This design comes from an exercise in tuning for small area and a short achievable clock period on the open sky130 flow, not from production work. In this exercise RTL edits were held to simulation tests only and were not proved equivalent to the original. No activity file was given, so power comes from the tool's default toggle rates.

==> module fifo, before the edit <==
module fifo(clk,res,wr_en,rd_en,wdata,rdata,empty,full,overflow,underflow);
	parameter WIDTH=32;
	parameter FIFO_SIZE=32;
	parameter PTR_WIDTH=$clog2(FIFO_SIZE);
	input clk,res,wr_en,rd_en;
	input [WIDTH-1:0]wdata;
	output reg empty,full,overflow,underflow;
	output reg[WIDTH-1:0]rdata;
	reg[WIDTH-1:0]mem[FIFO_SIZE-1:0];
	reg[PTR_WIDTH-1:0]wr_ptr,rd_ptr;
	wire do_w = wr_en & ~full;
	wire do_r = rd_en & ~empty;
	wire [PTR_WIDTH-1:0] wr_inc = wr_ptr + 1'b1;
	wire [PTR_WIDTH-1:0] rd_inc = rd_ptr + 1'b1;
	reg [FIFO_SIZE-1:0] rd_sel;    
	wire [WIDTH-1:0] rd_word;
	genvar b, g;
	generate
		for (b = 0; b < WIDTH; b = b + 1) begin : rbit
			wire [10:0] n;
			for (g = 0; g < 10; g = g + 1) begin : grp
				fifo_aoi222 u (.a1(rd_sel[3*g]), .a2(mem[3*g][b]),
				               .b1(rd_sel[3*g+1]), .b2(mem[3*g+1][b]),
				               .c1(rd_sel[3*g+2]), .c2(mem[3*g+2][b]), .y(n[g]));
			end
			fifo_aoi22 u10 (.a1(rd_sel[30]), .a2(mem[30][b]),
			                .b1(rd_sel[31]), .b2(mem[31][b]), .y(n[10]));
			wire o0, o1, o2;
			fifo_nand4 u11 (.a(n[0]), .b(n[1]), .c(n[2]), .d(n[3]), .y(o0));
			fifo_nand4 u12 (.a(n[4]), .b(n[5]), .c(n[6]), .d(n[7]), .y(o1));
			fifo_nand3 u13 (.a(n[8]), .b(n[9]), .c(n[10]), .y(o2));
			assign rd_word[b] = o0 | o1 | o2;
		end
	endgenerate
	always @(posedge clk)
		if (do_w) mem[wr_ptr] <= wdata;
	always @(posedge clk) begin
		if (res) begin
			wr_ptr <= 0;
			rd_ptr <= 0;
			rd_sel <= 1;
			empty <= 1'b1;
			full <= 1'b0;
			overflow <= 1'b0;
			underflow <= 1'b0;
			rdata <= 0;
		end else begin
			if (do_w) wr_ptr <= wr_inc;
			if (do_r) begin
				rd_ptr <= rd_inc;
				rd_sel <= {rd_sel[FIFO_SIZE-2:0], rd_sel[FIFO_SIZE-1]};
				rdata <= rd_word;
			end
			if (wr_en & full) overflow <= 1'b1;
			if (rd_en & empty) underflow <= 1'b1;
			if (do_w) empty <= 1'b0;
			else if (do_r) empty <= (rd_inc == wr_ptr);
			if (do_r) full <= 1'b0;
			else if (do_w) full <= (wr_inc == rd_ptr);
		end
	end
endmodule
export LEC_CHECK = 0
export CAP_MARGIN = 20
export CORE_MARGIN = 2
export CORE_UTILIZATION = 50
export PLACE_DENSITY = 0.65
export SETUP_SLACK_MARGIN = 3.3
export SLEW_MARGIN = 20
export SYNTH_HIERARCHICAL = 1
export SYNTH_MINIMUM_KEEP_SIZE = 0
create_clock -name core_clock -period 6.0 [get_ports {clk}]
standard.sh (not shown) runs the stock make flow with config.mk's settings and CLKGATE_MAP_FILE= SYNTH_SCRIPT=/design/flow/synth_recipe.tcl, a recipe that flattens the netlist after the stock synthesis.
==> flow/flow/run.sh <==
#!/bin/bash
# Standard synthesis, then the standard ORFS layout with the I/O port buffers
# made from sky130_fd_sc_hd__buf_2 instead of the tool's default pick (a delay cell).
set -euo pipefail
bash standard.sh synth > synth_make.log 2>&1
export BUFFER_PORTS_ARGS="-buffer_cell sky130_fd_sc_hd__buf_2"
bash standard.sh finish > layout_make.log 2>&1
The starting point completed without violations.
Edit:
--- a/flow/design.v
+++ b/flow/design.v
@@ -9,13 +9,13 @@
 	reg[WIDTH-1:0]mem[FIFO_SIZE-1:0];
 	reg[PTR_WIDTH-1:0]wr_ptr,rd_ptr;
 	wire do_w = wr_en & ~full;
 	wire do_r = rd_en & ~empty;
 	wire [PTR_WIDTH-1:0] wr_inc = wr_ptr + 1'b1;
 	wire [PTR_WIDTH-1:0] rd_inc = rd_ptr + 1'b1;
-	reg [FIFO_SIZE-1:0] rd_sel;    
+	wire [31:0] rd_sel = 32'd1 << rd_ptr;
 	wire [WIDTH-1:0] rd_word;
 	genvar b, g;
 	generate
 		for (b = 0; b < WIDTH; b = b + 1) begin : rbit
 			wire [10:0] n;
 			for (g = 0; g < 10; g = g + 1) begin : grp
@@ -35,23 +35,21 @@
 	always @(posedge clk)
 		if (do_w) mem[wr_ptr] <= wdata;
 	always @(posedge clk) begin
 		if (res) begin
 			wr_ptr <= 0;
 			rd_ptr <= 0;
-			rd_sel <= 1;
 			empty <= 1'b1;
 			full <= 1'b0;
 			overflow <= 1'b0;
 			underflow <= 1'b0;
 			rdata <= 0;
 		end else begin
 			if (do_w) wr_ptr <= wr_inc;
 			if (do_r) begin
 				rd_ptr <= rd_inc;
-				rd_sel <= {rd_sel[FIFO_SIZE-2:0], rd_sel[FIFO_SIZE-1]};
 				rdata <= rd_word;
 			end
 			if (wr_en & full) overflow <= 1'b1;
 			if (rd_en & empty) underflow <= 1'b1;
 			if (do_w) empty <= 1'b0;
 			else if (do_r) empty <= (rd_inc == wr_ptr);
Synthesized area came out lower by 2.4%.
Routed wire length rises by 1.3%.
Register-to-register slack loses 190 ps.
Final cell count hardly moves.
Design area went up by 1.4%.
Utilization is higher by 2.2 points.
Sequential share of layout area falls by 2.6 points.
Die area fell by 2.4%.
Count of clock-buffer cells in the layout fell by 16.
Non-clock buffer count rose by 84.
Critical path depth goes down by 1.
Total power fell by 3.2%.

* * *

The RTL this note starts from:
==> flow/design.v <==
module fifo(clk,res,wr_en,rd_en,wdata,rdata,empty,full,overflow,underflow);
	parameter WIDTH=32;
	parameter FIFO_SIZE=32;
	parameter PTR_WIDTH=$clog2(FIFO_SIZE);
	localparam HALF=WIDTH/2;
	localparam NGO=8;             
	input clk,res,wr_en,rd_en;
	input [WIDTH-1:0]wdata;
	output reg empty,full,overflow,underflow;
	output reg[WIDTH-1:0]rdata;
	reg[PTR_WIDTH-1:0]wr_ptr,rd_ptr;
	reg[3:0]rs_lo;
	reg[7:0]rs_hi;
	wire[FIFO_SIZE-1:0]rd_sel;
	reg nfull, nempty;
	wire do_r = rd_en & nempty;
	wire [PTR_WIDTH-1:0] wr_inc = wr_ptr + 1'b1;
	wire [PTR_WIDTH-1:0] rd_inc = rd_ptr + 1'b1;
	wire [NGO-1:0] go;
	wire do_w = go[0];
	genvar b, g, k;
	generate
		for (g = 0; g < NGO; g = g + 1) begin : wgo
			fifo_and2 u (.a(wr_en), .b(nfull), .y(go[g]));
		end
	endgenerate
	wire [3:0] pa;
	wire [7:0] pb;
	fifo_dec2 upa (.a(wr_ptr[1:0]), .y(pa));
	fifo_dec3 upb (.a(wr_ptr[4:2]), .y(pb));
	wire [WIDTH-1:0] word [FIFO_SIZE-1:0];
	generate
		for (k = 0; k < FIFO_SIZE; k = k + 1) begin : w
			wire we_lo, we_hi;
			fifo_and3 ul (.a(go[(2*k)%NGO]), .b(pa[k%4]), .c(pb[k/4]), .y(we_lo));
			fifo_and3 uh (.a(go[(2*k+1)%NGO]), .b(pa[k%4]), .c(pb[k/4]), .y(we_hi));
			reg [WIDTH-1:0] q;
			always @(posedge clk) begin
				if (we_lo) q[HALF-1:0] <= wdata[HALF-1:0];
				if (we_hi) q[WIDTH-1:HALF] <= wdata[WIDTH-1:HALF];
			end
			assign word[k] = q;
		end
	endgenerate
	generate
		for (k = 0; k < FIFO_SIZE; k = k + 1) begin : rs
			fifo_and2 u (.a(rs_lo[k%4]), .b(rs_hi[k/4]), .y(rd_sel[k]));
		end
	endgenerate
	wire [WIDTH-1:0] rd_word_n;
	generate
		for (b = 0; b < WIDTH; b = b + 1) begin : rbit
			wire [10:0] n;
			for (g = 0; g < 10; g = g + 1) begin : grp
				fifo_aoi222 u (.a1(rd_sel[3*g]), .a2(word[3*g][b]),
				               .b1(rd_sel[3*g+1]), .b2(word[3*g+1][b]),
				               .c1(rd_sel[3*g+2]), .c2(word[3*g+2][b]), .y(n[g]));
			end
			fifo_aoi22 u10 (.a1(rd_sel[30]), .a2(word[30][b]),
			                .b1(rd_sel[31]), .b2(word[31][b]), .y(n[10]));
			wire o0, o1, o2;
			fifo_nand4 u11 (.a(n[0]), .b(n[1]), .c(n[2]), .d(n[3]), .y(o0));
			fifo_nand4 u12 (.a(n[4]), .b(n[5]), .c(n[6]), .d(n[7]), .y(o1));
			fifo_nand3 u13 (.a(n[8]), .b(n[9]), .c(n[10]), .y(o2));
			fifo_nor3 u14 (.a(o0), .b(o1), .c(o2), .y(rd_word_n[b]));
		end
	endgenerate
	always @(posedge clk) begin
		if (res) begin
			wr_ptr <= 0;
			rd_ptr <= 0;
			rs_lo <= 1;
			rs_hi <= 1;
			empty <= 1'b1;
			nempty <= 1'b0;
			full <= 1'b0;
			nfull <= 1'b1;
			overflow <= 1'b0;
			underflow <= 1'b0;
			rdata <= 0;
		end else begin
			if (do_w) wr_ptr <= wr_inc;
			if (do_r) begin
				rd_ptr <= rd_inc;
				rs_lo <= {rs_lo[2:0], rs_lo[3]};
				if (rs_lo[3]) rs_hi <= {rs_hi[6:0], rs_hi[7]};
				rdata <= ~rd_word_n;
			end
			if (wr_en & ~nfull) overflow <= 1'b1;
			if (rd_en & ~nempty) underflow <= 1'b1;
			if (do_w) begin
				empty <= 1'b0;
				nempty <= 1'b1;
			end else if (do_r) begin
				empty <= (rd_inc == wr_ptr);
				nempty <= (rd_inc != wr_ptr);
			end
			if (do_r) begin
				full <= 1'b0;
				nfull <= 1'b1;
			end else if (do_w) begin
				full <= (wr_inc == rd_ptr);
				nfull <= (wr_inc != rd_ptr);
			end
		end
	end
endmodule
module fifo_and2(a,b,y);
	input a,b;
	output y;
	assign y = a & b;
endmodule
module fifo_and3(a,b,c,y);
	input a,b,c;
	output y;
	assign y = a & b & c;
endmodule
module fifo_dec2(a,y);
	input [1:0] a;
	output [3:0] y;
	assign y = 4'd1 << a;
endmodule
module fifo_dec3(a,y);
	input [2:0] a;
	output [7:0] y;
	assign y = 8'd1 << a;
endmodule
module fifo_aoi22(a1,a2,b1,b2,y);
	input a1,a2,b1,b2;
	output y;
	assign y = ~((a1 & a2) | (b1 & b2));
endmodule
module fifo_nand4(a,b,c,d,y);
	input a,b,c,d;
	output y;
	assign y = ~(a & b & c & d);
endmodule
module fifo_aoi222(a1,a2,b1,b2,c1,c2,y);
	input a1,a2,b1,b2,c1,c2;
	output y;
	assign y = ~((a1 & a2) | (b1 & b2) | (c1 & c2));
endmodule
module fifo_nand3(a,b,c,y);
	input a,b,c;
	output y;
	assign y = ~(a & b & c);
endmodule
module fifo_nor3(a,b,c,y);
	input a,b,c;
	output y;
	assign y = ~(a | b | c);
endmodule
clock: 6.0 ns
lec_check: 0
cap_margin: 20
core_margin: 2
core_utilization: 60
cts_cluster_diameter: 100
cts_cluster_size: 30
place_density: 0.72
setup_slack_margin: 3.8
slew_margin: 20
synth_hierarchical: 1
synth_minimum_keep_size: 0
Scripts as last shown in full above: flow/flow/run.sh
The starting point completed with no timing, DRC or antenna violations.
Then changed:
--- a/flow/design.v
+++ b/flow/design.v
@@ -10,7 +10,5 @@
 	output reg[WIDTH-1:0]rdata;
 	reg[PTR_WIDTH-1:0]wr_ptr,rd_ptr;
-	reg[3:0]rs_lo;
-	reg[7:0]rs_hi;
-	wire[FIFO_SIZE-1:0]rd_sel;
+	reg[FIFO_SIZE-1:0]rd_sel;     
 	reg nfull, nempty;
 	wire do_r = rd_en & nempty;
@@ -43,13 +41,8 @@
 		end
 	endgenerate
-	generate
-		for (k = 0; k < FIFO_SIZE; k = k + 1) begin : rs
-			fifo_and2 u (.a(rs_lo[k%4]), .b(rs_hi[k/4]), .y(rd_sel[k]));
-		end
-	endgenerate
 	wire [WIDTH-1:0] rd_word_n;
 	generate
 		for (b = 0; b < WIDTH; b = b + 1) begin : rbit
-			wire [10:0] n;
+			wire [9:0] n;
 			for (g = 0; g < 10; g = g + 1) begin : grp
 				fifo_aoi222 u (.a1(rd_sel[3*g]), .a2(word[3*g][b]),
@@ -57,10 +50,11 @@
 				               .c1(rd_sel[3*g+2]), .c2(word[3*g+2][b]), .y(n[g]));
 			end
-			fifo_aoi22 u10 (.a1(rd_sel[30]), .a2(word[30][b]),
-			                .b1(rd_sel[31]), .b2(word[31][b]), .y(n[10]));
+			wire n30, n31;
+			fifo_nand2 u30 (.a(rd_sel[30]), .b(word[30][b]), .y(n30));
+			fifo_nand2 u31 (.a(rd_sel[31]), .b(word[31][b]), .y(n31));
 			wire o0, o1, o2;
 			fifo_nand4 u11 (.a(n[0]), .b(n[1]), .c(n[2]), .d(n[3]), .y(o0));
 			fifo_nand4 u12 (.a(n[4]), .b(n[5]), .c(n[6]), .d(n[7]), .y(o1));
-			fifo_nand3 u13 (.a(n[8]), .b(n[9]), .c(n[10]), .y(o2));
+			fifo_nand4 u13 (.a(n[8]), .b(n[9]), .c(n30), .d(n31), .y(o2));
 			fifo_nor3 u14 (.a(o0), .b(o1), .c(o2), .y(rd_word_n[b]));
 		end
@@ -70,6 +64,5 @@
 			wr_ptr <= 0;
 			rd_ptr <= 0;
-			rs_lo <= 1;
-			rs_hi <= 1;
+			rd_sel <= 1;
 			empty <= 1'b1;
 			nempty <= 1'b0;
@@ -83,6 +76,5 @@
 			if (do_r) begin
 				rd_ptr <= rd_inc;
-				rs_lo <= {rs_lo[2:0], rs_lo[3]};
-				if (rs_lo[3]) rs_hi <= {rs_hi[6:0], rs_hi[7]};
+				rd_sel <= {rd_sel[FIFO_SIZE-2:0], rd_sel[FIFO_SIZE-1]};
 				rdata <= ~rd_word_n;
 			end
@@ -126,8 +118,8 @@
 	assign y = 8'd1 << a;
 endmodule
-module fifo_aoi22(a1,a2,b1,b2,y);
-	input a1,a2,b1,b2;
+module fifo_nand2(a,b,y);
+	input a,b;
 	output y;
-	assign y = ~((a1 & a2) | (b1 & b2));
+	assign y = ~(a & b);
 endmodule
 module fifo_nand4(a,b,c,d,y);
@@ -141,9 +133,4 @@
 	assign y = ~((a1 & a2) | (b1 & b2) | (c1 & c2));
 endmodule
-module fifo_nand3(a,b,c,y);
-	input a,b,c;
-	output y;
-	assign y = ~(a & b & c);
-endmodule
 module fifo_nor3(a,b,c,y);
 	input a,b,c;
=>
- wire length decreases by roughly a tenth
- via count decreases by a few percent
- cell area decreases by a few percent
- setup slack improved by 0.11 ns
- maximum frequency increases by a few percent
- sequential power increases slightly
- clock power decreases slightly

==> port drivers added, routing unchanged <==
No port has a modelled driver above. Below, the same layouts with a new extraction and two added sets of constraints.
Step 1 assumes that a clkbuf_16 drives the clock port and a buf_2 every other input.
Step 2 times the ports against the registers' clock, not the clock port: input delays grow and output delays shrink by t, the midpoint of the rising clock arrivals with the driver on.
Slacks: ideal / step 1 / step 2; pairs: ideal / step 1.
| run | t (ns) | setup slack, ns | worst setup path at the end | worst data-port slew with drivers (ns) | pins driven straight from the clock port |
|---|---|---|---|---|---|
| the first run of note 1 | 0.726 | 3.081 / 3.112 / 2.385 | input to register | 0.04 | 1 |
| the second run of note 1 | 0.737 | 2.613 / 2.661 / 1.924 | input to register | 0.04 | 1 |
| the first run of note 2 | 0.678 | 3.548 / 3.548 / 3.152 | input to register | 0.06 | 1 |
| the second run of note 2 | 0.684 | 3.659 / 3.593 / 3.134 | input to register | 0.11 | 1 |
After both steps every run listed still meets setup and hold. For the first run of note 1, which loses most, drivers alone change the setup slack by +0.031 ns; drivers and shift together by -0.696 ns.
